This is an optimization exercise on Yosys and OpenROAD, whose aim is small area, not a production implementation.
At most, simulation tests tie the RTL to the original design; equivalence was not proved.
The clock port is modelled as an ideal driver, which makes a skipped or thinned clock tree look cheaper than it is; a real chip needs a root buffer or a tree.
Power figures rest on the tool's default switching activity, not on a simulated workload.

== main ==
==> flow/design.v (excerpt) <==
module ALD_miami(
    SW,
    RST_N,
    CLOCK_50,
    LEDR
);
For scale: roughly 3300 um2 of cells after synthesis.
Settings: LEC_CHECK=0, CAP_MARGIN=20, CORE_MARGIN=2, CORE_UTILIZATION=40, SLEW_MARGIN=20; clock period 50.0 ns.
standard.sh (not shown) runs the stock make flow with config.mk's settings and CLKGATE_MAP_FILE= SYNTH_SCRIPT=/design/flow/synth_recipe.tcl, a recipe that flattens the netlist after the stock synthesis.
==> flow/flow/run.sh <==
#!/bin/bash
# The standard layout, except:
#  - the port buffers are the smallest buffer (buf_1) rather than the default
#  - the clock tree is built by flow/mycts.tcl: the clock port drives four
#    clkbuf_16, each driving a quarter of the flip-flops, split by position
set -euo pipefail
P="BUFFER_PORTS_ARGS=-buffer_cell sky130_fd_sc_hd__buf_1"
bash standard.sh "$P" place > standard_place.log 2>&1
bash standard.sh "$P" run RUN_SCRIPT=$PWD/flow/mycts.tcl RUN_LOG_NAME_STEM=4_1_cts \
  MYCTS_NBUF=4 MYCTS_BUF=sky130_fd_sc_hd__clkbuf_16 MYCTS_CLKNET=CLOCK_50 > mycts.log 2>&1
bash standard.sh "$P" finish > standard_finish.log 2>&1
==> flow/flow/mycts.tcl <==
# Clock tree built by hand: the clock port drives NBUF clock buffers, each of
# which drives one group of flip-flops (groups split by position).
utl::set_metrics_stage "cts__{}"
source $::env(SCRIPTS_DIR)/load.tcl
erase_non_stage_variables cts
load_design 3_place.odb 3_place.sdc

set nbuf $::env(MYCTS_NBUF)
set bufm $::env(MYCTS_BUF)

set db [ord::get_db]
set block [ord::get_db_block]
set clk_port_net [$block findNet $::env(MYCTS_CLKNET)]
set master [$db findMaster $bufm]

# sinks with their positions
set sinks {}
foreach it [$clk_port_net getITerms] {
  set inst [$it getInst]
  set loc [$inst getLocation]
  set m [$inst getMaster]
  set x [expr {[lindex $loc 0] + [$m getWidth] / 2}]
  set y [expr {[lindex $loc 1] + [$m getHeight] / 2}]
  lappend sinks [list $it $x $y]
}
puts "mycts: [llength $sinks] sinks, $nbuf buffers of $bufm"

# split into nbuf groups: recursive bisection for powers of two, else
# strips along the longer side of the sink region
proc split_groups { sinks n dir } {
  if { $n <= 1 } { return [list $sinks] }
  set idx [expr {$dir == 0 ? 1 : 2}]
  set s [lsort -integer -index $idx $sinks]
  if { $n % 2 == 1 } {
    set out {}
    set len [llength $s]
    for {set k 0} {$k < $n} {incr k} {
      set lo [expr {$k * $len / $n}]
      set hi [expr {($k + 1) * $len / $n - 1}]
      lappend out [lrange $s $lo $hi]
    }
    return $out
  }
  set half [expr {[llength $s] / 2}]
  set a [lrange $s 0 [expr {$half - 1}]]
  set b [lrange $s $half end]
  set nd [expr {1 - $dir}]
  return [concat [split_groups $a [expr {$n / 2}] $nd] [split_groups $b [expr {$n / 2}] $nd]]
}
set groups [split_groups $sinks $nbuf 0]

set i 0
foreach g $groups {
  set sx 0; set sy 0
  foreach s $g { incr sx [lindex $s 1]; incr sy [lindex $s 2] }
  set cx [expr {$sx / [llength $g]}]
  set cy [expr {$sy / [llength $g]}]
  set inst [odb::dbInst_create $block $master "clkbuf_hand_$i"]
  set net [odb::dbNet_create $block "clknet_hand_$i"]
  $net setSigType CLOCK
  foreach s $g {
    set it [lindex $s 0]
    $it disconnect
    $it connect $net
  }
  [$inst findITerm A] connect $clk_port_net
  [$inst findITerm X] connect $net
  $inst setLocation [expr {$cx - [$master getWidth] / 2}] [expr {$cy - [$master getHeight] / 2}]
  $inst setPlacementStatus PLACED
  puts "mycts: buffer $i drives [llength $g] sinks at ($cx, $cy)"
  incr i
}

set_placement_padding -global \
  -left $::env(CELL_PAD_IN_SITES_DETAIL_PLACEMENT) \
  -right $::env(CELL_PAD_IN_SITES_DETAIL_PLACEMENT)
detailed_placement
set_propagated_clock [all_clocks]
estimate_parasitics -placement
report_clock_skew
report_check_types -max_slew -max_capacitance -violators
# slew at the flip-flop clock pins
for {set j 0} {$j < $i} {incr j} {
  set pins [get_pins -of_objects [get_nets clknet_hand_$j] -filter "direction==input"]
  set p [lindex $pins end]
  report_slews $p
}


if { !$::env(SKIP_CTS_REPAIR_TIMING) } {
  repair_timing_helper
  set result [catch { detailed_placement } msg]
  if { $result != 0 } {
    error "Detailed placement failed in CTS: $msg"
  }
  check_placement -verbose
}
report_metrics 4 "cts final"
orfs_write_db $::env(RESULTS_DIR)/4_1_cts.odb
orfs_write_sdc $::env(RESULTS_DIR)/4_cts.sdc
main ran to completion and came out clean on the timing, design-rule and antenna checks.
[inputs] the feature branch vs main
==> flow/flow/run.sh <==
#!/bin/bash
# The standard layout, except:
#  - the port buffers are the smallest buffer (buf_1) rather than the default
#  - the clock tree is built by flow/mycts.tcl: the clock port drives four
#    buf_12, each driving a quarter of the flip-flops, split by position
set -euo pipefail
P="BUFFER_PORTS_ARGS=-buffer_cell sky130_fd_sc_hd__buf_1"
bash standard.sh "$P" place > standard_place.log 2>&1
bash standard.sh "$P" run RUN_SCRIPT=$PWD/flow/mycts.tcl RUN_LOG_NAME_STEM=4_1_cts \
  MYCTS_NBUF=4 MYCTS_BUF=sky130_fd_sc_hd__buf_12 MYCTS_CLKNET=CLOCK_50 > mycts.log 2>&1
bash standard.sh "$P" finish > standard_finish.log 2>&1
[summary]
- Initial core utilization: the feature branch vs main, no meaningful difference
- Lower routing usage on met2 among main and the feature branch: the feature branch
- Diff main..the feature branch | share of the synthesized netlist area taken by xor and xnor gates | unchanged
- Between main and the feature branch, total wire length is lower for the feature branch, main comes in above that.
- Re non-filler instance count after layout: no difference whatsoever between the feature branch and main.
- Changes observed in the feature branch relative to main: share of total power in sequential cells has increased, power density normalized to cell area has decreased, headroom to the max-slew limit has remained practically unchanged.
- Sequential share of layout area in the feature branch is 0.35 points higher than in main
In every run of this note, the design's own scripts or RTL, not TritonCTS, make the clock network.


ALD_miami, a different RTL version from the one above (not shown whole).
Size: ~300 cells after synthesis, roughly 99 flip-flops, about 16 I/O pins, about 3300 um2 of cells after synthesis.
export LEC_CHECK = 0
export CAP_MARGIN = 20
export CORE_MARGIN = 2
export CORE_UTILIZATION = 40
export SLEW_MARGIN = 20
create_clock -name core_clock -period 50.0 [get_ports {CLOCK_50}]
==> flow/flow/run.sh <==
#!/bin/bash
# The standard layout, except:
#  - the port buffers are the smallest buffer (buf_1) rather than the default
#  - the clock tree is built by flow/mycts.tcl: the clock port drives four
#    clkbuf_16, each driving a quarter of the flip-flops, split by position
set -euo pipefail
P="BUFFER_PORTS_ARGS=-buffer_cell sky130_fd_sc_hd__buf_1"
bash standard.sh "$P" place > standard_place.log 2>&1
bash standard.sh "$P" run RUN_SCRIPT=$PWD/flow/mycts.tcl RUN_LOG_NAME_STEM=4_1_cts \
  MYCTS_NBUF=4 MYCTS_BUF=sky130_fd_sc_hd__clkbuf_16 MYCTS_CLKNET=CLOCK_50 > mycts.log 2>&1
bash standard.sh "$P" finish > standard_finish.log 2>&1
==> flow/flow/mycts.tcl <==
# Clock tree built by hand: the clock port drives NBUF clock buffers, each of
# which drives one group of flip-flops (groups split by position).
utl::set_metrics_stage "cts__{}"
source $::env(SCRIPTS_DIR)/load.tcl
erase_non_stage_variables cts
load_design 3_place.odb 3_place.sdc

set nbuf $::env(MYCTS_NBUF)
set bufm $::env(MYCTS_BUF)

set db [ord::get_db]
set block [ord::get_db_block]
set clk_port_net [$block findNet $::env(MYCTS_CLKNET)]
set master [$db findMaster $bufm]

# sinks with their positions
set sinks {}
foreach it [$clk_port_net getITerms] {
  set inst [$it getInst]
  set loc [$inst getLocation]
  set m [$inst getMaster]
  set x [expr {[lindex $loc 0] + [$m getWidth] / 2}]
  set y [expr {[lindex $loc 1] + [$m getHeight] / 2}]
  lappend sinks [list $it $x $y]
}
puts "mycts: [llength $sinks] sinks, $nbuf buffers of $bufm"

# recursive bisection into nbuf groups (nbuf a power of two)
proc split_groups { sinks n dir } {
  if { $n <= 1 } { return [list $sinks] }
  set idx [expr {$dir == 0 ? 1 : 2}]
  set s [lsort -integer -index $idx $sinks]
  set half [expr {[llength $s] / 2}]
  set a [lrange $s 0 [expr {$half - 1}]]
  set b [lrange $s $half end]
  set nd [expr {1 - $dir}]
  return [concat [split_groups $a [expr {$n / 2}] $nd] [split_groups $b [expr {$n / 2}] $nd]]
}
set groups [split_groups $sinks $nbuf 0]

set i 0
foreach g $groups {
  set sx 0; set sy 0
  foreach s $g { incr sx [lindex $s 1]; incr sy [lindex $s 2] }
  set cx [expr {$sx / [llength $g]}]
  set cy [expr {$sy / [llength $g]}]
  set inst [odb::dbInst_create $block $master "clkbuf_hand_$i"]
  set net [odb::dbNet_create $block "clknet_hand_$i"]
  $net setSigType CLOCK
  foreach s $g {
    set it [lindex $s 0]
    $it disconnect
    $it connect $net
  }
  [$inst findITerm A] connect $clk_port_net
  [$inst findITerm X] connect $net
  $inst setLocation [expr {$cx - [$master getWidth] / 2}] [expr {$cy - [$master getHeight] / 2}]
  $inst setPlacementStatus PLACED
  puts "mycts: buffer $i drives [llength $g] sinks at ($cx, $cy)"
  incr i
}

set_placement_padding -global \
  -left $::env(CELL_PAD_IN_SITES_DETAIL_PLACEMENT) \
  -right $::env(CELL_PAD_IN_SITES_DETAIL_PLACEMENT)
detailed_placement
set_propagated_clock [all_clocks]
estimate_parasitics -placement
report_clock_skew
report_check_types -max_slew -max_capacitance -violators
# slew at the flip-flop clock pins
for {set j 0} {$j < $i} {incr j} {
  set pins [get_pins -of_objects [get_nets clknet_hand_$j] -filter "direction==input"]
  set p [lindex $pins end]
  report_slews $p
}


if { !$::env(SKIP_CTS_REPAIR_TIMING) } {
  repair_timing_helper
  set result [catch { detailed_placement } msg]
  if { $result != 0 } {
    error "Detailed placement failed in CTS: $msg"
  }
  check_placement -verbose
}
report_metrics 4 "cts final"
orfs_write_db $::env(RESULTS_DIR)/4_1_cts.odb
orfs_write_sdc $::env(RESULTS_DIR)/4_cts.sdc
The starting point ran to the end with no violations.
Then changed:
==> flow/flow/run.sh (replaced) <==
#!/bin/bash
# The standard layout, except:
#  - the port buffers are the smallest buffer (buf_1) rather than the default
#  - the clock tree is built by flow/mycts.tcl: the clock port drives three
#    clkbuf_16, each driving a third of the flip-flops, split by position
set -euo pipefail
P="BUFFER_PORTS_ARGS=-buffer_cell sky130_fd_sc_hd__buf_1"
bash standard.sh "$P" place > standard_place.log 2>&1
bash standard.sh "$P" run RUN_SCRIPT=$PWD/flow/mycts.tcl RUN_LOG_NAME_STEM=4_1_cts \
  MYCTS_NBUF=3 MYCTS_BUF=sky130_fd_sc_hd__clkbuf_16 MYCTS_CLKNET=CLOCK_50 > mycts.log 2>&1
bash standard.sh "$P" finish > standard_finish.log 2>&1
--- a/flow/flow/mycts.tcl
+++ b/flow/flow/mycts.tcl
@@ -26,9 +26,20 @@
 puts "mycts: [llength $sinks] sinks, $nbuf buffers of $bufm"
 
-# recursive bisection into nbuf groups (nbuf a power of two)
+# split into nbuf groups: recursive bisection for powers of two, else
+# strips along the longer side of the sink region
 proc split_groups { sinks n dir } {
   if { $n <= 1 } { return [list $sinks] }
   set idx [expr {$dir == 0 ? 1 : 2}]
   set s [lsort -integer -index $idx $sinks]
+  if { $n % 2 == 1 } {
+    set out {}
+    set len [llength $s]
+    for {set k 0} {$k < $n} {incr k} {
+      set lo [expr {$k * $len / $n}]
+      set hi [expr {($k + 1) * $len / $n - 1}]
+      lappend out [lrange $s $lo $hi]
+    }
+    return $out
+  }
   set half [expr {[llength $s] / 2}]
   set a [lrange $s 0 [expr {$half - 1}]]
CORE_UTILIZATION = 65   (was 40)
PLACE_DENSITY = 0.75   (was default)
Outcome: The new run passed the timing, design-rule and antenna checks. Worst hold slack is worse by 0.0039 ns. Register-to-register slack is better by 0.08 ns. Final area decreases slightly. Sequential share of layout area increases by 1.2 points. Worst setup slack is better by 0.0063 ns. Critical path depth does not change. Maximum frequency barely changes. Via count decreases slightly. Wire length decreases by a few percent.
No run of this note included a check of the RTL's function; only the layout flow was run. No run of this note takes its clock network from TritonCTS; it comes from the design's own scripts or RTL.

[port drivers added, routing unchanged]
How much do the figures lean on ideal ports? The routed layouts below were timed once more, with nothing changed but the port constraints.
Step 1, drivers: a clkbuf_16 drives CLOCK_50 and a buf_2 each remaining input, both assumed.
Step 2 moves the port delays by t, midway between the first and last clock arrival at a register: inputs arrive t later, outputs are due t later. That takes back most of the time a late clock gives input paths.
Slacks: no drivers / after step 1 / after step 2; pairs: no drivers / after step 1.
run | shift t [ns] | setup WS [ns] | latest minus earliest clock arrival (ns) | worst slew at a driven data input, ns
main | 0.227 | 39.321 / 39.247 / 39.370 | 0.016 / 0.016 | 0.03
the feature branch | 0.208 | 39.344 / 39.264 / 39.368 | 0.017 / 0.017 | 0.03
the first run of note 2 | 0.228 | 39.295 / 39.221 / 39.387 | 0.013 / 0.013 | 0.03
the second run of note 2 | 0.226 | 39.301 / 39.243 / 39.403 | 0.017 / 0.017 | 0.03
After both steps setup and hold are still met in every run listed.
